From an optimization exercise on the open Yosys and OpenROAD flow, aimed at small area; shortcuts taken in it are not production practice.
In this exercise RTL edits were held to simulation tests only and were not proved equivalent to the original.
No activity file was given, so power comes from the tool's default toggle rates.

## flow/design.v (module list and top-level ports; edited modules follow where they fit)
// module VIN_9340: 366 lines
// module GEN_9341: 107 lines
// module GEN_alrom: 1089 lines
// module ef934x_video: 44 lines
module ef934x_video(
    input  wire       clk,       
    input  wire       rst,       
    input  wire  [7:0]d,
    input  wire       e,
    input  wire       cs_n,
    input  wire       cpu_r_w,
    input  wire       b_a,
    input  wire       c_t,
    output wire  [9:0]adr,
    output wire       r_w,
    output wire       sm_n,
    output wire       sg_n,
    output wire       st_n,
    input  wire  [7:0]busA_i,    
    input  wire  [7:0]busB_i,    
    output wire  [7:0]busA_o,    
    output wire       busA_oe,
    output wire  [7:0]busB_o,    
    output wire       busB_oe,
    output wire       r,
    output wire       g,
    output wire       b,
    output wire       tt,
    output wire       tl,
    output wire       i,
    input  wire       syt,
    input  wire       res_n);
  // ...
==> flow/flow/run.sh <==
#!/bin/bash
# Layout flow: the standard flow (standard.sh's make command), with
#  - the synthesis's final ABC mapping replaced by an area-oriented one
#    (flow/abc_area.script: &deepsyn with a time limit, then area mapping);
#    registers, flattening and renaming as standard;
#  - port buffers of the smallest buffer cell (every port still buffered);
#  - CTS with the buffers of CTS_BUF_LIST and without dummy loads.
# Each tool's output is in orfs/logs/...; make's output in flow.log.
set -euo pipefail
W=$PWD
sed 's#source $::env(SCRIPTS_DIR)/synth.tcl#source '"$W"'/my_synth_core.tcl#' synth_recipe.tcl > my_synth.tcl
sed 's#log_cmd abc {\*}$abc_args#log_cmd abc -script '"$W"'/flow/abc_area.script {*}[lrange $abc_args 2 end]#' \
    "$FLOW_HOME/scripts/synth.tcl" > my_synth_core.tcl
grep -q my_synth_core my_synth.tcl
grep -q "flow/abc_area.script" my_synth_core.tcl
BUFS=$(sed -n 's/^export CTS_BUF_LIST *= *//p' config.mk)
BUFS=${BUFS:-sky130_fd_sc_hd__clkbuf_4}
ROOT=$(cat flow/cts_root_buf.txt 2>/dev/null || true)
CTS="-sink_clustering_enable -repair_clock_nets -dont_use_dummy_load -buf_list {$BUFS}"
[ -n "$ROOT" ] && CTS="$CTS -root_buf $ROOT"
CSIZE=$(sed -n 's/^export CTS_CLUSTER_SIZE *= *//p' config.mk)
CDIAM=$(sed -n 's/^export CTS_CLUSTER_DIAMETER *= *//p' config.mk)
[ -n "$CSIZE" ] && CTS="$CTS -sink_clustering_size $CSIZE"
[ -n "$CDIAM" ] && CTS="$CTS -sink_clustering_max_diameter $CDIAM"
EXTRA="BUFFER_PORTS_ARGS=\"-buffer_cell sky130_fd_sc_hd__buf_1\" CTS_ARGS=\"$CTS\""
sed "s#SYNTH_SCRIPT=[^ ]*#SYNTH_SCRIPT=$W/my_synth.tcl $EXTRA#" standard.sh > my_standard.sh
grep -q "SYNTH_SCRIPT=$W/my_synth.tcl" my_standard.sh
bash my_standard.sh "${FLOW_TARGET:-finish}" > flow.log 2>&1
==> flow/flow/abc_area.script <==
strash
dc2
&get -n
&deepsyn -T 300 -S 2
&put
dch
map -a
strash
dch
map -a
topo
stime -c
==> flow/standard.sh <==
#!/bin/bash
# synth_recipe.tcl (not shown) runs the flow's synth.tcl, then flattens the netlist and writes it again
# the make line also repeats each setting of config.mk as NAME=value (left out here)
make -C /OpenROAD-flow-scripts/flow DESIGN_CONFIG=/design/flow/config.mk WORK_HOME=/design/flow/orfs CLKGATE_MAP_FILE= SYNTH_SCRIPT=/design/flow/synth_recipe.tcl "${@:-finish}"
==> flow/config.mk <==
export PLATFORM = sky130hd
export DESIGN_NAME = ef934x_video
export DESIGN_NICKNAME = ef934x_video
export VERILOG_FILES = /design/flow/design.v
export SDC_FILE = /design/flow/constraint.sdc
export NUM_CORES = 4
export LEC_CHECK = 0
export CAP_MARGIN = 20
export CORE_MARGIN = 2
export CORE_UTILIZATION = 40
export CTS_BUF_LIST = sky130_fd_sc_hd__clkbuf_8
export GPL_TIMING_DRIVEN = 0
export SLEW_MARGIN = 20
export SYNTH_MEMORY_MAX_BITS = 32768
==> flow/constraint.sdc <==
create_clock -name core_clock -period 10.0 [get_ports {clk}]
set_input_delay 2.0000 -clock core_clock [delete_from_list [all_inputs] [get_ports {clk}]]
set_output_delay 2.0000 -clock core_clock [all_outputs]
set_load 0.01 [all_outputs]
==> summary.txt, run 1 <==
Outcome
  • Result of the run: no timing/DRC/antenna violations

Floorplanning
  • Horizontal extent of the die: 171 um
  • Initial core utilization: 40.3%

Setup path
  • Max stage delay cell, worst path: sky130_fd_sc_hd__clkinv_1
  • Sequence of cells on the critical path: clkinv_1 -> nor2_1 -> clkinv_1 -> nor2_1 -> clkinv_1 -> nor2_1 -> clkinv_1 -> a21oi_1 -> o311ai_0 -> o31ai_1 -> a2111oi_0 -> o311ai_0 -> a22o_2
  • R2r endpoint: gen.OutA[2]$_SDFFE_PP0P_
  • Cell mode on critical path: sky130_fd_sc_hd__clkinv_1
  • CP Max Fanout: 18

Power and ir drop
  • Gate power share: between 10% and 20%
  • Overall power after layout: 0.00119 W

Clocking
  • Root buffer cell: sky130_fd_sc_hd__clkbuf_8
  • Post-cts resize count: 0
  • TritonCTS buffer count: 17

Drt
  • Via count normalized by instance count: roughly 6.4
  • Detailed route wirelength on metal3: between 5000 and 6000 um

Place
  • HPWL after detailed placement: between 40,000 and 50,000 um

Global routing
  • Remaining global-route overflow: 0
  • Maximum number of pins on one net before global-route repair: 45
  • Global-route track usage on met2: 65.9%
  • First-pass GRT wire length: ~86,000 um

Timing
  • Normalized max-slew margin: 18.0%
  • RSZ-0062 raised after global routing: false
  • Max-slew violation count: 0

Logic synthesis
  • Summed instance area of the synthesized netlist: 11,100 sq um

Hold path
  • End point of the most critical hold path: gen.pprev_st$_SDFF_PP0_

Cells and area
  • Count of sequential standard cells: ~170
==> run 2: changes to the inputs <==
--- a/flow/flow/run.sh
+++ b/flow/flow/run.sh
@@ -4,7 +4,9 @@
 #    (flow/abc_area.script: &deepsyn with a time limit, then area mapping);
 #    registers, flattening and renaming as standard;
 #  - port buffers of the smallest buffer cell (every port still buffered);
-#  - CTS with the buffers of CTS_BUF_LIST and without dummy loads.
+#  - CTS with the buffers of CTS_BUF_LIST and without dummy loads;
+#  - synthesis's buffers removed at floorplan (REMOVE_ABC_BUFFERS);
+#  - gates with timing slack downsized after global routing (RECOVER_POWER).
 # Each tool's output is in orfs/logs/...; make's output in flow.log.
 set -euo pipefail
 W=$PWD
@@ -22,7 +24,7 @@
 CDIAM=$(sed -n 's/^export CTS_CLUSTER_DIAMETER *= *//p' config.mk)
 [ -n "$CSIZE" ] && CTS="$CTS -sink_clustering_size $CSIZE"
 [ -n "$CDIAM" ] && CTS="$CTS -sink_clustering_max_diameter $CDIAM"
-EXTRA="BUFFER_PORTS_ARGS=\"-buffer_cell sky130_fd_sc_hd__buf_1\" CTS_ARGS=\"$CTS\""
+EXTRA="REMOVE_ABC_BUFFERS=1 RECOVER_POWER=100 BUFFER_PORTS_ARGS=\"-buffer_cell sky130_fd_sc_hd__buf_1\" CTS_ARGS=\"$CTS\""
 sed "s#SYNTH_SCRIPT=[^ ]*#SYNTH_SCRIPT=$W/my_synth.tcl $EXTRA#" standard.sh > my_standard.sh
 grep -q "SYNTH_SCRIPT=$W/my_synth.tcl" my_standard.sh
 bash my_standard.sh "${FLOW_TARGET:-finish}" > flow.log 2>&1
--- a/flow/config.mk
+++ b/flow/config.mk
@@ -7,7 +7,7 @@
 export LEC_CHECK = 0
 export CAP_MARGIN = 20
 export CORE_MARGIN = 2
-export CORE_UTILIZATION = 40
+export CORE_UTILIZATION = 55
 export CTS_BUF_LIST = sky130_fd_sc_hd__clkbuf_8
 export GPL_TIMING_DRIVEN = 0
 export SLEW_MARGIN = 20
==> summary.txt, run 2 <==
Clocking
  • TritonCTS buffer count: 17 (unchanged)
  • Clock tree from TritonCTS: built (unchanged)
  • Sinks on the clock net: 169 (unchanged)
  • Post-CTS Hold Fix Bufs: 0 (unchanged)
  • Clock-pin slew on the worst setup and hold paths: 0.09 ns (was 0.08 ns)
  • Post-CTS Setup Bufs: 0 (unchanged)
  • Post-cts resize count: 0 (unchanged)
  • Depth of the CTS H-tree: 4 (unchanged)
  • Latest clock arrival within the worst-skew pair: 0.47 ns (was 0.48 ns)
  • Clock tree buffer depth: 2 (unchanged)
  • Root buffer cell: sky130_fd_sc_hd__clkbuf_8 (unchanged)

Drt
  • Top layer in use: met5 (was met4)
  • Remaining antenna violation count: 0 (unchanged)
  • Met2 layer wire length in the routed design: 21,300 um (was 26,400 um)
  • Vias after detailed routing: 14,557 (was 13,954)
  • Via count normalized by instance count: 7.03 (was 6.40)
  • Number of DRC markers in iteration 0: 2,347 (was 1,988)
  • Total Wirelength: 53,500 um (was 59,100 um)
  • DRC violations left: 0 (unchanged)
  • Wire per inst: 25.8 um (was 27.1 um)
  • Drt pass-1 iters: 12 (was 6)
  • Detailed-routing wirelength on met1: 18,800 um (was 21,200 um)
  • Detailed route wirelength on metal3: 8690 um (was 5900 um)

Global routing
  • Remaining global-route overflow: 0 (unchanged)
  • Overall track demand over capacity in global routing: 48.2% (was 40.8%)
  • First-pass GRT wire length: 78,200 um (was 85,800 um)
  • Vias in the first global route: 13,148 (was 12,848)
  • Initial antenna violation count: 3 (was 1)
  • Maximum number of pins on one net before global-route repair: 45 (unchanged)

Place
  • Total placed cells including tap cells: 2,050 (was 2,163)
  • Placement Cell Area: 11,700 sq um (was 11,900 sq um)
  • Number of buffers added on ports: 70 (unchanged)
  • RD Place Congestion: 1.26 (was 1.18)
  • Pre-CTS setup slack: 4.36 ns (was 3.67 ns)
  • HPWL after detailed placement: 39,700 um (was 44,700 um)

Cells and area
  • Number of flip-flops under the largest register name: 10 (unchanged)
  • Share of post-route cells with drive strength above 1: 1.95% (was 2.55%)
  • Total number of nets in the final design: 1,868 (was 1,873)
  • Largest registers: vin.adr (10), vin.LineCounter (9) (unchanged)
  • Register bank with the most flops: vin.adr (unchanged)
  • Growth of design area from synthesis to finish: 7.41% (was 9.22%)
  • Fill cells: 1,881 (was 2,979)
  • Layout Cell Area excl Fill: 12,000 sq um (was 12,200 sq um)
  • Most common cell after layout, fill and taps aside: sky130_fd_sc_hd__nor2_1 (unchanged)
  • Most used cells in the layout excluding fill and tap cells: sky130_fd_sc_hd__nor2_1, sky130_fd_sc_hd__clkinv_1, sky130_fd_sc_hd__nand2_1, sky130_fd_sc_hd__dfxtp_1, sky130_fd_sc_hd__o21ai_0 (unchanged)
  • Non-filler instance count after layout: 2,071 (was 2,181)

Timing
  • Total of endpoints with negative setup slack in the final report: 0 (unchanged)
  • Max-slew violation count: 103 (was 0)
  • Shortest period the worst path allows: 6.71 ns (was 7.21 ns)
  • Final hold slack: 0.429 ns (was 0.414 ns)
  • Actual slew at the worst max-slew pin: 1.93 ns (was 1.22 ns)
  • Period utilization: 67.1% (was 72.1%)
  • Highest clock frequency the design can meet: 149 MHz (was 139 MHz)
  • Post-route worst setup slack: 3.29 ns (was 2.79 ns)
  • Sum of negative setup slack: 0 ns (unchanged)
  • Normalized max-slew margin: -28.6% (was 18.0%)
  • Worst setup skew after layout: 0.0486 ns (was 0.0362 ns)
  • RSZ-0062 raised after global routing: false (unchanged)
  • Fin. Hold Viols: 0 (unchanged)

Setup path
  • Startpoint type of the worst setup path: input port (was flop)
  • End point of the critical path: vin.LineCounter[4]$_SDFFE_PP0P_ (was gen.OutA[2]$_SDFFE_PP0P_)
  • Worst Setup SP: rst (was vin.adr[2]$_SDFF_PP0_)
  • Depth of the worst register-to-register path: 13 (unchanged)
  • Setup CP Type: input port to flop (was flop to flop)
  • CP Max Fanout: 44 (was 18)
  • Critical register-to-register path startpoint: gen.CC[5]$_SDFFE_PP0P_ (was vin.adr[2]$_SDFF_PP0_)
  • R2r endpoint: gen.OutA[5]$_SDFFE_PP0P_ (was gen.OutA[2]$_SDFFE_PP0P_)
  • Worst R2R Setup Slack: 3.59 ns (was 2.79 ns)
  • Worst Path Required: 10.28 ns (was 10.41 ns)
  • Worst Setup End Kind: flop (unchanged)
  • Worst EP arrival: 6.99 ns (was 7.62 ns)

Logic synthesis
  • Gate Count Post-Synth: 1,713 (unchanged)
  • Leading cell types by total area after synthesis: sky130_fd_sc_hd__dfxtp_1, sky130_fd_sc_hd__nor2_1, sky130_fd_sc_hd__clkinv_1 (unchanged)
  • Sequential-to-total area share from yosys stat: 30.4% (unchanged)
  • Summed instance area of the synthesized netlist: 11,100 sq um (unchanged)
  • Post-Synthesis Mean Instance Area: 6.50 sq um (unchanged)
  • Yosys warnings: 2 (unchanged)
  • Main synth FF type: sky130_fd_sc_hd__dfxtp_1 (unchanged)
  • #FFs+latches synth: 169 (unchanged)
  • Top-count cell post-synth: sky130_fd_sc_hd__nor2_1 (unchanged)
  • EDFF count, synth: 0 (unchanged)
  • Share of synthesized flip-flops with an asynchronous set or reset: 0% (unchanged)
  • Leading area contributor after synthesis: sky130_fd_sc_hd__dfxtp_1 (unchanged)
  • Commonest cells post-synth: sky130_fd_sc_hd__nor2_1, sky130_fd_sc_hd__clkinv_1, sky130_fd_sc_hd__nand2_1 (unchanged)
  • Number of distinct library cells after synthesis: 46 (unchanged)
  • Area share of the largest cell type after synthesis: 30.4% (unchanged)

Run
  • Max capacitance violation total: 4 (was 0)

Floorplanning
  • Vert. Die Dim: 146 um (was 171 um)
  • Horizontal extent of the die: 146 um (was 171 um)
  • Area enclosed by the die boundary: 21,400 sq um (was 29,200 sq um)
  • # rows: 52 (was 61)
  • Standard cell core area: 20,000 sq um (was 27,600 sq um)
  • Initial core utilization: 55.6% (was 40.3%)
  • I/O pin count: 71 (unchanged)

Power and ir drop
  • Power per cell area: 99.6 nW/um^2 (was 97.5 nW/um^2)
  • Leakage Power: 3.94 nW (was 3.99 nW)
  • Maximum resistive drop on vdd: 0.0000934 V (was 0.0000770 V)

Hold path
  • Hold Crit Depth: 2 (unchanged)
  • Path class of the lowest-slack min-delay path: flop to flop (unchanged)
  • Launch instance of the worst min-delay path: gen.prev_st$_SDFF_PP0_ (unchanged)

Outcome
  • Result of the run: finished with violations (was no timing/DRC/antenna violations)
  • Failing layout criteria: max-capacitance violations, max-slew violations
==> run 2: cell counts after synthesis <==
No cell type changed its count.
==> run 2: cell type report <==
class / instances / area, sq um / share of cell area, %
Tap cell: 270 / 338 / 2.82
Antenna cell: 4 / 10.0 / 0.0837
Timing Repair Buffer: 71 / 267 / 2.23
Multi-Input combinational cell: 1247 / 6630 / 55.4
Clock buffer: 17 / 234 / 1.96
Sequential cell: 169 / 3390 / 28.3
Inverter: 293 / 1100 / 9.20
==> run 2: through the flow <==
step / total power [W] / utilization, %
5_1_grt: 0.00121 / 59.7
4_1_cts: 0.00118 / 59.8
3_3_place_gp: 0.000823 / 58.4
3_5_place_dp: 0.000827 / 58.6
2_1_floorplan: 0.000774 / -
6_report: 0.00119 / 59.7
==> run 2: worst min-delay path by stage <==
| stage | endpoint |
|---|---|
| 2_1_floorplan | gen.pprev_sm$_SDFF_PP0_ |
| 3_3_place_gp | gen.pprev_st$_SDFF_PP0_ |
| 3_5_place_dp | gen.pprev_st$_SDFF_PP0_ |
| 4_1_cts | gen.pprev_sm$_SDFF_PP0_ |
| 5_1_grt | gen.pprev_sm$_SDFF_PP0_ |
| 6_report | gen.pprev_st$_SDFF_PP0_ |
==> run 2: power breakdown <==
group	switching, W	internal [W]
registers	0.0000123	0.000684
logic	0.0000935	0.0000299
clock network	0.000221	0.000150
total	0.000327	0.000865
==> run 2: worst max-delay path: stages <==
cell and delay [ns]:
sky130_fd_sc_hd__clkbuf_1 0.17, sky130_fd_sc_hd__clkbuf_1 1.41, sky130_fd_sc_hd__clkinvlp_2 2.10, sky130_fd_sc_hd__o21ai_0 1.14, sky130_fd_sc_hd__nor3_1 0.14
==> run 2: layer usage <==
| metal | GRT usage (%) | vias up |
|---|---|---|
| li1 | - | 6211 |
| met1 | 58.8 | 6488 |
| met5 | 0 | - |
| met4 | 31.6 | 2 |
| met3 | 19.5 | 410 |
| met2 | 70.1 | 1446 |
==> run 2: cells by family after synthesis <==
group	Yosys count	synth area share, %
and+or+nand+nor	661	24.5
adders and majority gates	36	4.04
muxes	1	0.101
buffers and inverters	297	10.1
DFF	169	30.4
xor gates and xnor gates	2	0.157
AOI/OAI and AO/OA	547	30.7
==> run 3: changes to the inputs <==
--- a/flow/flow/run.sh
+++ b/flow/flow/run.sh
@@ -5,8 +5,7 @@
 #    registers, flattening and renaming as standard;
 #  - port buffers of the smallest buffer cell (every port still buffered);
 #  - CTS with the buffers of CTS_BUF_LIST and without dummy loads;
-#  - synthesis's buffers removed at floorplan (REMOVE_ABC_BUFFERS);
-#  - gates with timing slack downsized after global routing (RECOVER_POWER).
+#  - synthesis's buffers removed at floorplan (REMOVE_ABC_BUFFERS).
 # Each tool's output is in orfs/logs/...; make's output in flow.log.
 set -euo pipefail
 W=$PWD
@@ -24,7 +23,7 @@
 CDIAM=$(sed -n 's/^export CTS_CLUSTER_DIAMETER *= *//p' config.mk)
 [ -n "$CSIZE" ] && CTS="$CTS -sink_clustering_size $CSIZE"
 [ -n "$CDIAM" ] && CTS="$CTS -sink_clustering_max_diameter $CDIAM"
-EXTRA="REMOVE_ABC_BUFFERS=1 RECOVER_POWER=100 BUFFER_PORTS_ARGS=\"-buffer_cell sky130_fd_sc_hd__buf_1\" CTS_ARGS=\"$CTS\""
+EXTRA="REMOVE_ABC_BUFFERS=1 BUFFER_PORTS_ARGS=\"-buffer_cell sky130_fd_sc_hd__buf_1\" CTS_ARGS=\"$CTS\""
 sed "s#SYNTH_SCRIPT=[^ ]*#SYNTH_SCRIPT=$W/my_synth.tcl $EXTRA#" standard.sh > my_standard.sh
 grep -q "SYNTH_SCRIPT=$W/my_synth.tcl" my_standard.sh
 bash my_standard.sh "${FLOW_TARGET:-finish}" > flow.log 2>&1
==> summary.txt, run 3 <==
Timing
  • Actual slew at the worst max-slew pin: 1.24 ns (was 1.93 ns)
  • Max-slew violation count: 0 (was 103)
  • Fin. Hold Viols: 0 (unchanged)
  • Total of endpoints with negative setup slack in the final report: 0 (unchanged)
  • Sum of negative setup slack: 0 ns (unchanged)
  • Normalized max-slew margin: 17.4% (was -28.6%)
  • Final hold slack: 0.426 ns (was 0.429 ns)
  • Period utilization: 64.0% (was 67.1%)
  • RSZ-0062 raised after global routing: false (unchanged)
  • Highest clock frequency the design can meet: 156 MHz (was 149 MHz)
  • Shortest period the worst path allows: 6.40 ns (was 6.71 ns)
  • Worst setup skew after layout: 0.0483 ns (was 0.0486 ns)

Floorplanning
  • Area enclosed by the die boundary: 21,400 sq um (unchanged)
  • Horizontal extent of the die: 146 um (unchanged)
  • # rows: 52 (unchanged)
  • I/O pin count: 71 (unchanged)
  • Vert. Die Dim: 146 um (unchanged)
  • Initial core utilization: 55.6% (unchanged)
  • Standard cell core area: 20,000 sq um (unchanged)

Setup path
  • Worst Setup End Kind: flop (unchanged)
  • Setup CP Type: flop to flop (was input port to flop)
  • Sequence of cells on the critical path: clkinv_1 -> nor2_1 -> clkinv_1 -> nor2_1 -> clkinv_1 -> o21ai_0 -> a22oi_1 -> nand3_1 -> nand3_1 -> o21ai_0 -> a31oi_1 -> a31oi_1 -> a21o_2 (was clkbuf_1 -> clkbuf_1 -> clkinvlp_2 -> o21ai_0 -> nor3_1)
  • Startpoint type of the worst setup path: flop (was input port)
  • Number of buffers and inverters on the critical path: 3 (unchanged)
  • CP Max Fanout: 20 (was 44)
  • Delay of the slowest cell on the worst path: 1.08 ns (was 2.10 ns)
  • Max stage delay cell, worst path: sky130_fd_sc_hd__clkinv_1 (was sky130_fd_sc_hd__clkinvlp_2)
  • Cell mode on critical path: sky130_fd_sc_hd__clkinv_1 (was sky130_fd_sc_hd__clkbuf_1)
  • Top delay family on crit path: compound AO/OA/AOI/OAI gates (was buffers and inverters)
  • Worst Path Required: 10.39 ns (was 10.28 ns)
  • Worst EP arrival: 6.79 ns (was 6.99 ns)

Clocking
  • Post-CTS Hold Fix Bufs: 0 (unchanged)
  • Clock tree buffer depth: 2 (unchanged)
  • Post-CTS Setup Bufs: 0 (unchanged)
  • Sinks on the clock net: 169 (unchanged)
  • Clock tree from TritonCTS: built (unchanged)
  • Root buffer cell: sky130_fd_sc_hd__clkbuf_8 (unchanged)
  • Clock-pin slew on the worst setup and hold paths: 0.09 ns (about the same)
  • Depth of the CTS H-tree: 4 (unchanged)
  • TritonCTS buffer count: 17 (unchanged)
  • Latest clock arrival within the worst-skew pair: 0.47 ns (about the same)
  • Post-cts resize count: 0 (unchanged)

Run
  • Max capacitance violation total: 0 (was 4)

Drt
  • Vias after detailed routing: 14,440 (was 14,557)
  • Remaining antenna violation count: 0 (unchanged)
  • Drt pass-1 iters: 10 (was 12)
  • Wire per inst: 25.8 um (about the same)
  • Detailed route wirelength on metal3: 8580 um (was 8690 um)
  • Total Wirelength: 53,300 um (was 53,500 um)
  • Top layer in use: met5 (unchanged)
  • Number of DRC markers in iteration 0: 2,291 (was 2,347)
  • Via count normalized by instance count: 6.98 (was 7.03)
  • Met2 layer wire length in the routed design: 21,300 um (about the same)
  • DRC violations left: 0 (unchanged)
  • Detailed-routing wirelength on met1: 18,800 um (about the same)

Power and ir drop
  • Clock share of power: 31.2% (about the same)
  • Leakage Power: 3.96 nW (was 3.94 nW)
  • Gate power share: 10.4% (about the same)
  • Maximum resistive drop on vdd: 0.0000933 V (was 0.0000934 V)
  • Relative contribution of sequential cells to total power: 58.4% (was 58.5%)
  • P_sw: 0.000327 W (about the same)
  • Pint: 0.000865 W (about the same)
  • Power per cell area: 99.5 nW/um^2 (was 99.6 nW/um^2)
  • Switching share of power: 27.4% (about the same)

Logic synthesis
  • Leading area contributor after synthesis: sky130_fd_sc_hd__dfxtp_1 (unchanged)
  • Post-Synthesis Mean Instance Area: 6.50 sq um (unchanged)
  • Area share of the largest cell type after synthesis: 30.4% (unchanged)
  • Yosys warnings: 2 (unchanged)
  • Sequential-to-total area share from yosys stat: 30.4% (unchanged)
  • Top-count cell post-synth: sky130_fd_sc_hd__nor2_1 (unchanged)
  • Share of synthesized flip-flops with an asynchronous set or reset: 0% (unchanged)
  • Number of distinct library cells after synthesis: 46 (unchanged)
  • #FFs+latches synth: 169 (unchanged)
  • Leading cell types by total area after synthesis: sky130_fd_sc_hd__dfxtp_1, sky130_fd_sc_hd__nor2_1, sky130_fd_sc_hd__clkinv_1 (unchanged)
  • EDFF count, synth: 0 (unchanged)
  • Commonest cells post-synth: sky130_fd_sc_hd__nor2_1, sky130_fd_sc_hd__clkinv_1, sky130_fd_sc_hd__nand2_1 (unchanged)
  • Main synth FF type: sky130_fd_sc_hd__dfxtp_1 (unchanged)
  • Gate Count Post-Synth: 1,713 (unchanged)
  • Summed instance area of the synthesized netlist: 11,100 sq um (unchanged)

Global routing
  • First-pass GRT wire length: 78,200 um (unchanged)
  • Remaining global-route overflow: 0 (unchanged)
  • Initial antenna violation count: 3 (unchanged)
  • Maximum number of pins on one net before global-route repair: 45 (unchanged)
  • Vias in the first global route: 13,148 (unchanged)
  • Overall track demand over capacity in global routing: 48.2% (unchanged)

Place
  • RD Place Congestion: 1.26 (unchanged)
  • HPWL after detailed placement: 39,700 um (unchanged)
  • Placement Cell Area: 11,700 sq um (unchanged)
  • Number of buffers added on ports: 70 (unchanged)
  • Total placed cells including tap cells: 2,050 (unchanged)

Cells and area
  • Register bank with the most flops: vin.adr (unchanged)
  • Non-filler instance count after layout: 2,068 (was 2,071)
  • Total number of nets in the final design: 1,868 (unchanged)
  • Number of flip-flops under the largest register name: 10 (unchanged)
  • Largest registers: vin.adr (10), vin.LineCounter (9) (unchanged)
  • Layout Cell Area excl Fill: 12,000 sq um (about the same)
  • Share of post-route cells with drive strength above 1: 2.23% (was 1.95%)
  • Fill cells: 1,874 (was 1,881)
  • Most used cells in the layout excluding fill and tap cells: sky130_fd_sc_hd__nor2_1, sky130_fd_sc_hd__clkinv_1, sky130_fd_sc_hd__nand2_1, sky130_fd_sc_hd__dfxtp_1, sky130_fd_sc_hd__o21ai_0 (unchanged)
  • Post-layout utilization of the core: 59.8% (was 59.7%)
  • Growth of design area from synthesis to finish: 7.63% (was 7.41%)
  • Most common cell after layout, fill and taps aside: sky130_fd_sc_hd__nor2_1 (unchanged)

Hold path
  • Path class of the lowest-slack min-delay path: flop to flop (unchanged)

Outcome
  • Result of the run: no timing/DRC/antenna violations (was finished with violations)
## run 3: cell counts after synthesis
Identical to the previous run, type by type.
## run 3: worst reg2reg max path: stages (launching register included)
cell and delay (ns):
sky130_fd_sc_hd__dfxtp_1 1.06, sky130_fd_sc_hd__clkinv_1 1.09, sky130_fd_sc_hd__nor2_1 0.74, sky130_fd_sc_hd__clkinv_1 0.63
sky130_fd_sc_hd__nor2_1 0.24, sky130_fd_sc_hd__clkinv_1 0.15, sky130_fd_sc_hd__o21ai_0 0.69, sky130_fd_sc_hd__a22oi_1 0.32
sky130_fd_sc_hd__nand3_1 0.20, sky130_fd_sc_hd__nand3_1 0.07, sky130_fd_sc_hd__o21ai_0 0.40, sky130_fd_sc_hd__a31oi_1 0.11
sky130_fd_sc_hd__a31oi_1 0.48, sky130_fd_sc_hd__a21o_2 0.15
## run 3: cell type report
type | instances | area, sq um | share of cell area (%)
multi-input cells | 1247 | 6640 | 55.4
flip-flops and latches | 169 | 3390 | 28.2
inverters | 293 | 1100 | 9.18
well taps | 270 | 338 | 2.82
repair buffers | 71 | 284 | 2.37
clock buffers | 17 | 234 | 1.95
diodes | 1 | 2.50 | 0.0209
## run 3: per-stage QoR
stage / setup slack (ns) / total power (W)
3_3_place_gp: 3.67 / 0.000823
2_1_floorplan: 5.96 / 0.000774
6_report: 3.60 / 0.00119
5_1_grt: 3.73 / 0.00122
4_1_cts: 3.93 / 0.00118
3_5_place_dp: 4.36 / 0.000827
## run 3: power by group through the flow
| stage | Clock (W) | Sequential (W) | Combinational, W |
|---|---|---|---|
| after floorplan | 0 | 0.000708 | 0.0000658 |
| after global placement | 0 | 0.000710 | 0.000113 |
| after detailed placement | 0 | 0.000711 | 0.000116 |
| after CTS | 0.000367 | 0.000696 | 0.000117 |
| after global routing | 0.000389 | 0.000697 | 0.000129 |
| final | 0.000372 | 0.000696 | 0.000124 |
## run 3: worst paths after layout
| kind | end | slack (ns) | startpoint | cells past startpoint |
|---|---|---|---|---|
| worst max-delay path | gen.OutA[5]$_SDFFE_PP0P_ | 3.60 | gen.CC[5]$_SDFFE_PP0P_ | 13 |
| worst max register to register | gen.OutA[5]$_SDFFE_PP0P_ | 3.60 | gen.CC[5]$_SDFFE_PP0P_ | 13 |
| worst min register to register | gen.pprev_sm$_SDFF_PP0_ | 0.43 | gen.prev_sm$_SDFF_PP0_ | 2 |
| worst min-delay path | gen.pprev_sm$_SDFF_PP0_ | 0.43 | gen.prev_sm$_SDFF_PP0_ | 2 |
## run 3: routing by layer
| metal | GRT usage (%) | vias up |
|---|---|---|
| met5 | 0 | - |
| met4 | 31.6 | 2 |
| met3 | 19.5 | 358 |
| met2 | 70.1 | 1385 |
| met1 | 58.8 | 6486 |
| li1 | - | 6209 |
## run 3: logic make-up (layout without fill, tap and decap cells)
logic type / count (synthesis) / in the layout / share of synthesized area [%]
compound gates: 547 / 547 / 30.7
xor+xnor: 2 / 2 / 0.157
fa+ha+maj: 36 / 36 / 4.04
buf+inv: 297 / 381 / 10.1
flops: 169 / 169 / 30.4
mux: 1 / 1 / 0.101
other cells: 0 / 1 / 0
simple gates: 661 / 661 / 24.5
==> run 4: changes to the inputs <==
--- a/flow/flow/run.sh
+++ b/flow/flow/run.sh
@@ -1,7 +1,8 @@
 #!/bin/bash
 # Layout flow: the standard flow (standard.sh's make command), with
 #  - the synthesis's final ABC mapping replaced by an area-oriented one
-#    (flow/abc_area.script: &deepsyn with a time limit, then area mapping);
+#    (flow/abc_area.script: &deepsyn with a time limit, then &nf mapping
+#    with a relaxed delay target, i.e. for area);
 #    registers, flattening and renaming as standard;
 #  - port buffers of the smallest buffer cell (every port still buffered);
 #  - CTS with the buffers of CTS_BUF_LIST and without dummy loads;
==> flow/flow/abc_area.script (replaced) <==
strash
dc2
&get -n
&deepsyn -T 300 -S 2
&put
strash
&get -n
&dch
&nf -R 1000
&put
strash
&get -n
&dch
&nf -R 1000
&put
topo
stime -c
==> summary.txt, run 4 <==
Timing
  • Period utilization: 59.2% (was 64.0%)
  • Highest clock frequency the design can meet: 169 MHz (was 156 MHz)
  • Fin. Hold Viols: 0 (unchanged)
  • RSZ-0062 raised after global routing: false (unchanged)
  • Shortest period the worst path allows: 5.92 ns (was 6.40 ns)
  • Sum of negative setup slack: 0 ns (unchanged)
  • Worst setup skew after layout: 0.0444 ns (was 0.0483 ns)
  • Total of endpoints with negative setup slack in the final report: 0 (unchanged)
  • Actual slew at the worst max-slew pin: 1.23 ns (was 1.24 ns)
  • Normalized max-slew margin: 17.6% (was 17.4%)
  • Post-route worst setup slack: 4.08 ns (was 3.60 ns)
  • Max-slew violation count: 0 (unchanged)

Clocking
  • Sinks on the clock net: 169 (unchanged)
  • Latest clock arrival within the worst-skew pair: 0.47 ns (about the same)
  • Root buffer cell: sky130_fd_sc_hd__clkbuf_8 (unchanged)
  • TritonCTS buffer count: 17 (unchanged)
  • Clock tree from TritonCTS: built (unchanged)
  • Post-CTS Setup Bufs: 0 (unchanged)
  • Clock tree buffer depth: 2 (unchanged)
  • Post-CTS Hold Fix Bufs: 0 (unchanged)
  • Clock-pin slew on the worst setup and hold paths: 0.08 ns (was 0.09 ns)
  • Depth of the CTS H-tree: 4 (unchanged)
  • Post-cts resize count: 0 (unchanged)

Setup path
  • Worst Path Required: 10.39 ns (about the same)
  • Worst R2R Setup Slack: 4.08 ns (was 3.60 ns)
  • R2r endpoint: gen.OutA[6]$_SDFFE_PP0P_ (was gen.OutA[5]$_SDFFE_PP0P_)
  • Worst EP arrival: 6.31 ns (was 6.79 ns)
  • Depth of the worst register-to-register path: 15 (was 13)
  • Critical register-to-register path startpoint: vin.adr[2]$_SDFF_PP0_ (was gen.CC[5]$_SDFFE_PP0P_)
  • Worst Setup End Kind: flop (unchanged)
  • Startpoint type of the worst setup path: flop (unchanged)
  • Setup CP Type: flop to flop (unchanged)
  • CP Max Fanout: 29 (was 20)

Logic synthesis
  • Main synth FF type: sky130_fd_sc_hd__dfxtp_1 (unchanged)
  • Leading area contributor after synthesis: sky130_fd_sc_hd__dfxtp_1 (unchanged)
  • Share of synthesized flip-flops with an asynchronous set or reset: 0% (unchanged)
  • Top-count cell post-synth: sky130_fd_sc_hd__nor2_1 (unchanged)
  • Leading cell types by total area after synthesis: sky130_fd_sc_hd__dfxtp_1, sky130_fd_sc_hd__nor2_1, sky130_fd_sc_hd__nand2_1 (was sky130_fd_sc_hd__dfxtp_1, sky130_fd_sc_hd__nor2_1, sky130_fd_sc_hd__clkinv_1)
  • Yosys warnings: 2 (unchanged)
  • Gate Count Post-Synth: 1,486 (was 1,713)
  • #FFs+latches synth: 169 (unchanged)
  • Post-Synthesis Mean Instance Area: 7.33 sq um (was 6.50 sq um)
  • Number of distinct library cells after synthesis: 65 (was 46)
  • Commonest cells post-synth: sky130_fd_sc_hd__nor2_1, sky130_fd_sc_hd__nand2_1, sky130_fd_sc_hd__dfxtp_1 (was sky130_fd_sc_hd__nor2_1, sky130_fd_sc_hd__clkinv_1, sky130_fd_sc_hd__nand2_1)
  • Summed instance area of the synthesized netlist: 10,900 sq um (was 11,100 sq um)
  • Area share of the largest cell type after synthesis: 31.1% (was 30.4%)
  • EDFF count, synth: 0 (unchanged)
  • Sequential-to-total area share from yosys stat: 31.1% (was 30.4%)

Global routing
  • First-pass GRT wire length: 72,100 um (was 78,200 um)
  • Initial antenna violation count: 1 (was 3)
  • Remaining global-route overflow: 0 (unchanged)
  • Vias in the first global route: 12,393 (was 13,148)
  • Maximum number of pins on one net before global-route repair: 40 (was 45)
  • Overall track demand over capacity in global routing: 46.0% (was 48.2%)

Power and ir drop
  • Leakage Power: 4.25 nW (was 3.96 nW)
  • Power per cell area: 101 nW/um^2 (was 99.5 nW/um^2)
  • Maximum resistive drop on vdd: 0.0000771 V (was 0.0000933 V)

Floorplanning
  • Vert. Die Dim: 145 um (was 146 um)
  • Area enclosed by the die boundary: 20,900 sq um (was 21,400 sq um)
  • # rows: 51 (was 52)
  • Initial core utilization: 56.0% (was 55.6%)
  • Standard cell core area: 19,500 sq um (was 20,000 sq um)
  • Horizontal extent of the die: 145 um (was 146 um)
  • I/O pin count: 71 (unchanged)

Cells and area
  • Largest registers: vin.adr (10), vin.LineCounter (9) (unchanged)
  • Most used cells in the layout excluding fill and tap cells: sky130_fd_sc_hd__nor2_1, sky130_fd_sc_hd__nand2_1, sky130_fd_sc_hd__dfxtp_1, sky130_fd_sc_hd__a21oi_1, sky130_fd_sc_hd__o21ai_0 (was sky130_fd_sc_hd__nor2_1, sky130_fd_sc_hd__clkinv_1, sky130_fd_sc_hd__nand2_1, sky130_fd_sc_hd__dfxtp_1, sky130_fd_sc_hd__o21ai_0)
  • Antenna diode instance count: 0 (was 1)
  • Register bank with the most flops: vin.adr (unchanged)
  • Number of flip-flops under the largest register name: 10 (unchanged)
  • Total number of nets in the final design: 1,644 (was 1,868)
  • Share of post-route cells with drive strength above 1: 1.97% (was 2.23%)
  • Most common cell after layout, fill and taps aside: sky130_fd_sc_hd__nor2_1 (unchanged)
  • Growth of design area from synthesis to finish: 8.18% (was 7.63%)

Drt
  • Drt pass-1 iters: 16 (was 10)
  • DRC violations left: 0 (unchanged)
  • Remaining antenna violation count: 0 (unchanged)
  • Via count normalized by instance count: 7.44 (was 6.98)
  • Number of DRC markers in iteration 0: 2,444 (was 2,291)
  • Total Wirelength: 49,400 um (was 53,300 um)
  • Wire per inst: 26.9 um (was 25.8 um)
  • Vias after detailed routing: 13,676 (was 14,440)

Outcome
  • Result of the run: no timing/DRC/antenna violations (unchanged)

Run
  • Max capacitance violation total: 0 (unchanged)

Place
  • HPWL after detailed placement: 35,500 um (was 39,700 um)
  • Pre-CTS setup slack: 4.70 ns (was 4.36 ns)
  • RD Place Congestion: 1.23 (was 1.26)
  • Number of buffers added on ports: 70 (unchanged)

Hold path
  • Hold Crit Depth: 2 (unchanged)
  • Path class of the lowest-slack min-delay path: flop to flop (unchanged)
  • Launch instance of the worst min-delay path: gen.TB[5]$_SDFF_PP0_ (was gen.prev_sm$_SDFF_PP0_)
  • End point of the most critical hold path: gen.TB[5]$_SDFF_PP0_ (was gen.pprev_sm$_SDFF_PP0_)
## run 4: cell count changes in the layout (fill, tap and decap cells not counted), moves of 14 or more
| cell | previous run | this run |
|---|---|---|
| sky130_fd_sc_hd__clkinv_1 | 292 | 50 |
| sky130_fd_sc_hd__nor2_1 | 311 | 205 |
| sky130_fd_sc_hd__a22o_1 | 0 | 55 |
| sky130_fd_sc_hd__o22ai_1 | 55 | 22 |
| sky130_fd_sc_hd__o21ai_0 | 150 | 119 |
| sky130_fd_sc_hd__nor2b_1 | 0 | 26 |
| sky130_fd_sc_hd__a22oi_1 | 42 | 17 |
| sky130_fd_sc_hd__nand2b_1 | 0 | 24 |
| sky130_fd_sc_hd__and3_1 | 0 | 21 |
| sky130_fd_sc_hd__and2_0 | 0 | 16 |
| sky130_fd_sc_hd__a222oi_1 | 0 | 14 |
## run 4: logic make-up after synthesis
kind of cell / synth area share, %
buffers and inverters: 2.00
XOR/XNOR: 1.53
flip-flops: 31.1
adder cells (fa/ha/maj): 4.13
AO/OA/AOI/OAI: 32.4
multiplexers: 0.850
AND/OR/NAND/NOR: 28.1
## run 4: power breakdown
part           internal [W]  total [W]  switching [W]
registers          0.000684   0.000699      0.0000151
clock network      0.000151   0.000373       0.000223
logic             0.0000337   0.000119      0.0000849
total              0.000869    0.00119       0.000323
## run 4: critical path, cell delays in order (launching register included)
cell and delay (ns):
sky130_fd_sc_hd__dfxtp_2 0.81, sky130_fd_sc_hd__clkinv_1 0.72, sky130_fd_sc_hd__ha_1 0.60, sky130_fd_sc_hd__nand2_1 0.20, sky130_fd_sc_hd__o21ai_0 0.22, sky130_fd_sc_hd__nor3_2 0.76, sky130_fd_sc_hd__o21ai_0 0.55, sky130_fd_sc_hd__a21oi_1 0.59
sky130_fd_sc_hd__o22ai_1 0.16, sky130_fd_sc_hd__a22oi_1 0.25, sky130_fd_sc_hd__a21oi_1 0.13, sky130_fd_sc_hd__a211oi_1 0.35, sky130_fd_sc_hd__a31oi_1 0.13, sky130_fd_sc_hd__a21oi_1 0.19, sky130_fd_sc_hd__o21ai_0 0.10, sky130_fd_sc_hd__nand2_1 0.08
## run 4: metrics by stage
stage                     util, %  std cells  hold WS (ns)  total power, W  instance area (sq um)
final                        60.6       1838         0.442         0.00119                  11800
after CTS                    60.5       1837         0.444         0.00118                  11800
after detailed placement     59.3       1820         0.431        0.000824                  11500
after global routing         60.6       1838         0.461         0.00122                  11800
after global placement       58.9       1817         0.420        0.000821                  11500
after floorplan                 -       1482         0.409        0.000772                  10900
## run 4: layer usage
metal	vias to the layer above	wire, um	global-route usage, %
met4	4	4450	32.3
met2	1246	19100	63.9
met5	-	62	2.01
met3	380	7740	19.9
met1	6249	18000	56.4
li1	5797	-	-
## run 4: area by class of cell
| type | count | area [sq um] |
|---|---|---|
| fillers | 1792 | 7680 |
| multi-input cells | 1263 | 7300 |
| flip-flops and latches | 169 | 3390 |
| repair buffers | 74 | 337 |
| well taps | 265 | 332 |
| clock buffers | 17 | 234 |
| inverters | 50 | 188 |
## run 4: worst max-delay path by stage
| stage | from | to | slack, ns | cells after the start |
|---|---|---|---|---|
| after global placement | rst | gen.TA[2]$_SDFF_PP0_ | 2.71 | 9 |
| final | vin.adr[2]$_SDFF_PP0_ | gen.OutA[6]$_SDFFE_PP0P_ | 4.08 | 15 |
| after global routing | vin.adr[2]$_SDFF_PP0_ | gen.OutA[6]$_SDFFE_PP0P_ | 4.40 | 13 |
| after detailed placement | vin.adr[2]$_SDFF_PP0_ | gen.OutA[6]$_SDFFE_PP0P_ | 4.70 | 15 |
| after CTS | vin.adr[2]$_SDFF_PP0_ | gen.OutA[6]$_SDFFE_PP0P_ | 4.68 | 15 |
| after floorplan | rst | gen.TA[2]$_SDFF_PP0_ | 5.72 | 8 |
==> run 5: changes to the inputs <==
--- a/flow/config.mk
+++ b/flow/config.mk
@@ -7,7 +7,7 @@
 export LEC_CHECK = 0
 export CAP_MARGIN = 20
 export CORE_MARGIN = 2
-export CORE_UTILIZATION = 55
+export CORE_UTILIZATION = 40
 export CTS_BUF_LIST = sky130_fd_sc_hd__clkbuf_8
 export GPL_TIMING_DRIVEN = 0
 export SLEW_MARGIN = 20
==> summary.txt, run 5 <==
Drt
  • Vias after detailed routing: 13,367 (was 13,676)
  • Remaining antenna violation count: 0 (unchanged)
  • Wire per inst: 28.7 um (was 26.9 um)
  • Drt pass-1 iters: 6 (was 16)
  • Detailed route wirelength on metal3: 6370 um (was 7740 um)
  • Number of DRC markers in iteration 0: 1,846 (was 2,444)
  • Total Wirelength: 55,000 um (was 49,400 um)
  • Met2 layer wire length in the routed design: 22,200 um (was 19,100 um)
  • Top layer in use: met5 (unchanged)
  • Detailed-routing wirelength on met1: 22,800 um (was 18,000 um)
  • Via count normalized by instance count: 6.98 (was 7.44)
  • DRC violations left: 0 (unchanged)

Setup path
  • Setup CP Type: flop to flop (unchanged)
  • CP Max Fanout: 26 (was 29)
  • Worst Setup End Kind: flop (unchanged)
  • Startpoint type of the worst setup path: flop (unchanged)
  • Worst Path Required: 10.37 ns (was 10.39 ns)
  • Worst EP arrival: 6.09 ns (was 6.31 ns)

Global routing
  • Maximum number of pins on one net before global-route repair: 40 (unchanged)
  • Remaining global-route overflow: 0 (unchanged)
  • Initial antenna violation count: 2 (was 1)
  • First-pass GRT wire length: 80,200 um (was 72,100 um)
  • Overall track demand over capacity in global routing: 37.8% (was 46.0%)
  • Vias in the first global route: 12,364 (was 12,393)

Cells and area
  • Most common cell after layout, fill and taps aside: sky130_fd_sc_hd__nor2_1 (unchanged)
  • Most used cells in the layout excluding fill and tap cells: sky130_fd_sc_hd__nor2_1, sky130_fd_sc_hd__nand2_1, sky130_fd_sc_hd__dfxtp_1, sky130_fd_sc_hd__a21oi_1, sky130_fd_sc_hd__o21ai_0 (unchanged)
  • Number of flip-flops under the largest register name: 10 (unchanged)
  • Share of post-route cells with drive strength above 1: 2.23% (was 1.97%)
  • Fill cells: 2,872 (was 1,792)
  • Register bank with the most flops: vin.adr (unchanged)
  • Total number of nets in the final design: 1,644 (unchanged)
  • Largest registers: vin.adr (10), vin.LineCounter (9) (unchanged)
  • Post-layout utilization of the core: 44.3% (was 60.6%)
  • Growth of design area from synthesis to finish: 9.20% (was 8.18%)

Clocking
  • Sinks on the clock net: 169 (unchanged)
  • Post-CTS Hold Fix Bufs: 0 (unchanged)
  • Post-cts resize count: 0 (unchanged)
  • Clock-pin slew on the worst setup and hold paths: 0.09 ns (was 0.08 ns)
  • Depth of the CTS H-tree: 4 (unchanged)
  • Latest clock arrival within the worst-skew pair: 0.48 ns (was 0.47 ns)
  • Clock tree buffer depth: 2 (unchanged)
  • Root buffer cell: sky130_fd_sc_hd__clkbuf_8 (unchanged)
  • TritonCTS buffer count: 17 (unchanged)
  • Clock tree from TritonCTS: built (unchanged)
  • Post-CTS Setup Bufs: 0 (unchanged)

Floorplanning
  • Standard cell core area: 26,900 sq um (was 19,500 sq um)
  • Horizontal extent of the die: 169 um (was 145 um)
  • Initial core utilization: 40.5% (was 56.0%)
  • # rows: 60 (was 51)
  • Area enclosed by the die boundary: 28,600 sq um (was 20,900 sq um)
  • Vert. Die Dim: 169 um (was 145 um)
  • I/O pin count: 71 (unchanged)

Logic synthesis
  • Leading area contributor after synthesis: sky130_fd_sc_hd__dfxtp_1 (unchanged)
  • Commonest cells post-synth: sky130_fd_sc_hd__nor2_1, sky130_fd_sc_hd__nand2_1, sky130_fd_sc_hd__dfxtp_1 (unchanged)
  • Summed instance area of the synthesized netlist: 10,900 sq um (unchanged)
  • Top-count cell post-synth: sky130_fd_sc_hd__nor2_1 (unchanged)
  • Sequential-to-total area share from yosys stat: 31.1% (unchanged)
  • EDFF count, synth: 0 (unchanged)
  • Share of synthesized flip-flops with an asynchronous set or reset: 0% (unchanged)
  • Yosys warnings: 2 (unchanged)
  • Area share of the largest cell type after synthesis: 31.1% (unchanged)
  • Post-Synthesis Mean Instance Area: 7.33 sq um (unchanged)
  • Gate Count Post-Synth: 1,486 (unchanged)
  • #FFs+latches synth: 169 (unchanged)
  • Main synth FF type: sky130_fd_sc_hd__dfxtp_1 (unchanged)
  • Leading cell types by total area after synthesis: sky130_fd_sc_hd__dfxtp_1, sky130_fd_sc_hd__nor2_1, sky130_fd_sc_hd__nand2_1 (unchanged)
  • Number of distinct library cells after synthesis: 65 (unchanged)

Timing
  • Normalized max-slew margin: 21.6% (was 17.6%)
  • Period utilization: 57.3% (was 59.2%)
  • Actual slew at the worst max-slew pin: 1.17 ns (was 1.23 ns)
  • RSZ-0062 raised after global routing: false (unchanged)
  • Highest clock frequency the design can meet: 175 MHz (was 169 MHz)
  • Sum of negative setup slack: 0 ns (unchanged)
  • Fin. Hold Viols: 0 (unchanged)
  • Worst setup skew after layout: 0.0308 ns (was 0.0444 ns)
  • Total of endpoints with negative setup slack in the final report: 0 (unchanged)
  • Max-slew violation count: 0 (unchanged)
  • Shortest period the worst path allows: 5.73 ns (was 5.92 ns)

Power and ir drop
  • Maximum resistive drop on vdd: 0.0000791 V (was 0.0000771 V)
  • Leakage Power: 4.25 nW (about the same)
  • Power per cell area: 100 nW/um^2 (was 101 nW/um^2)

Hold path
  • Path class of the lowest-slack min-delay path: flop to flop (unchanged)

Place
  • HPWL after detailed placement: 41,700 um (was 35,500 um)
  • RD Place Congestion: 1.11 (was 1.23)
  • Number of buffers added on ports: 70 (unchanged)

Outcome
  • Result of the run: no timing/DRC/antenna violations (unchanged)

Run
  • Max capacitance violation total: 0 (unchanged)
==> run 5: cell counts after synthesis <==
Identical to the previous run, type by type.
==> run 5: critical path, stage by stage (launching register included) <==
cell and delay [ns]:
sky130_fd_sc_hd__dfxtp_2 0.81, sky130_fd_sc_hd__clkinv_1 0.80, sky130_fd_sc_hd__ha_1 0.62, sky130_fd_sc_hd__nand2b_1 0.20
sky130_fd_sc_hd__nor2_1 0.12, sky130_fd_sc_hd__o21ai_0 0.89, sky130_fd_sc_hd__a21oi_1 0.33, sky130_fd_sc_hd__o21ai_0 0.31
sky130_fd_sc_hd__a31oi_1 0.16, sky130_fd_sc_hd__nor4_1 0.96, sky130_fd_sc_hd__nor3_1 0.18, sky130_fd_sc_hd__a21oi_1 0.16
sky130_fd_sc_hd__o21ai_0 0.09
==> run 5: path summary, 6_finish.rpt <==
| check | start | to | slack (ns) | depth (start not counted) |
|---|---|---|---|---|
| worst min register to register | gen.TB[5]$_SDFF_PP0_ | gen.TB[5]$_SDFF_PP0_ | 0.45 | 2 |
| worst min-delay path | gen.TB[5]$_SDFF_PP0_ | gen.TB[5]$_SDFF_PP0_ | 0.45 | 2 |
| worst max-delay path | vin.adr[0]$_SDFF_PP0_ | gen.OutA[3]$_SDFFE_PP0P_ | 4.27 | 12 |
| worst max register to register | vin.adr[0]$_SDFF_PP0_ | gen.OutA[3]$_SDFFE_PP0P_ | 4.27 | 12 |
==> run 5: logic make-up after synthesis <==
family	count (synthesis)	share of synthesized area [%]
and+or+nand+nor	668	28.1
AOI/OAI and AO/OA	531	32.4
DFF	169	31.1
buffers and inverters	54	2.00
adders and majority gates	36	4.13
xor gates and xnor gates	19	1.53
muxes	9	0.850
==> run 5: layout make-up <==
class	instances	area, sq um	area share (%)
clock buffers	17	234	1.97
flip-flops and latches	169	3390	28.5
repair buffers	74	339	2.85
inverters	50	188	1.58
multi-input cells	1263	7310	61.5
diodes	1	2.50	0.0210
well taps	341	427	3.59
==> run 5: routing by layer <==
layer | vias to the layer above | GRT usage [%]
met5 | - | 0
met4 | 2 | 22.2
met3 | 232 | 11.7
met2 | 965 | 53.8
met1 | 6358 | 50.2
li1 | 5810 | -
==> run 5: per-stage QoR <==
step	std cells	area, sq um	worst slack (ns)	power, W	hold WS [ns]
final	1915	11900	4.27	0.00119	0.447
after global routing	1914	11900	4.38	0.00123	0.465
after CTS	1914	11900	4.79	0.00119	0.446
after detailed placement	1897	11700	4.61	0.000830	0.433
after global placement	1893	11600	2.43	0.000829	0.423
after floorplan	1482	10900	5.72	0.000772	0.409
==> run 5: power by group <==
part,switching (W),leakage (nW),internal [W]
clock network,0.000220,0.122,0.000150
logic,0.0000875,2.76,0.0000337
registers,0.0000157,1.37,0.000684

-- static timing again, ports no longer ideal --
No port has a modelled driver above. Below, the same layouts with a new extraction and two added sets of constraints. Step 1 sets driving cells, clkbuf_16 on the clock port and buf_2 on the other inputs (assumed; they add their load-dependent delay and slew). Step 2 moves the port delays by t, midway between the first and last clock arrival at a register: inputs arrive t later, outputs are due t later. That takes back most of the time a late clock gives input paths. Three values: no drivers, after step 1, after step 2; two values: the first two.
| run | shift t [ns] | setup slack, ns | hold WS [ns] | worst setup path after step 2 | worst register clock-pin slew, ns |
|---|---|---|---|---|---|
| run 1 | 0.508 | 2.791 / 2.791 / 2.791 | 0.414 / 0.414 / 0.414 | register to register | 0.10 / 0.10 |
| run 2 | 0.496 | 3.289 / 3.315 / 2.819 | 0.429 / 0.429 / 0.429 | input to register | 0.11 / 0.11 |
| run 3 | 0.498 | 3.601 / 3.586 / 3.601 | 0.426 / 0.426 / 0.426 | register to register | 0.11 / 0.11 |
| run 4 | 0.489 | 4.085 / 4.085 / 4.085 | 0.442 / 0.442 / 0.442 | register to register | 0.11 / 0.11 |
| run 5 | 0.510 | 4.275 / 4.275 / 4.275 | 0.447 / 0.447 / 0.447 | register to register | 0.09 / 0.09 |
For run 2, which loses most, drivers alone change the setup slack by +0.026 ns; drivers and shift together by -0.470 ns.
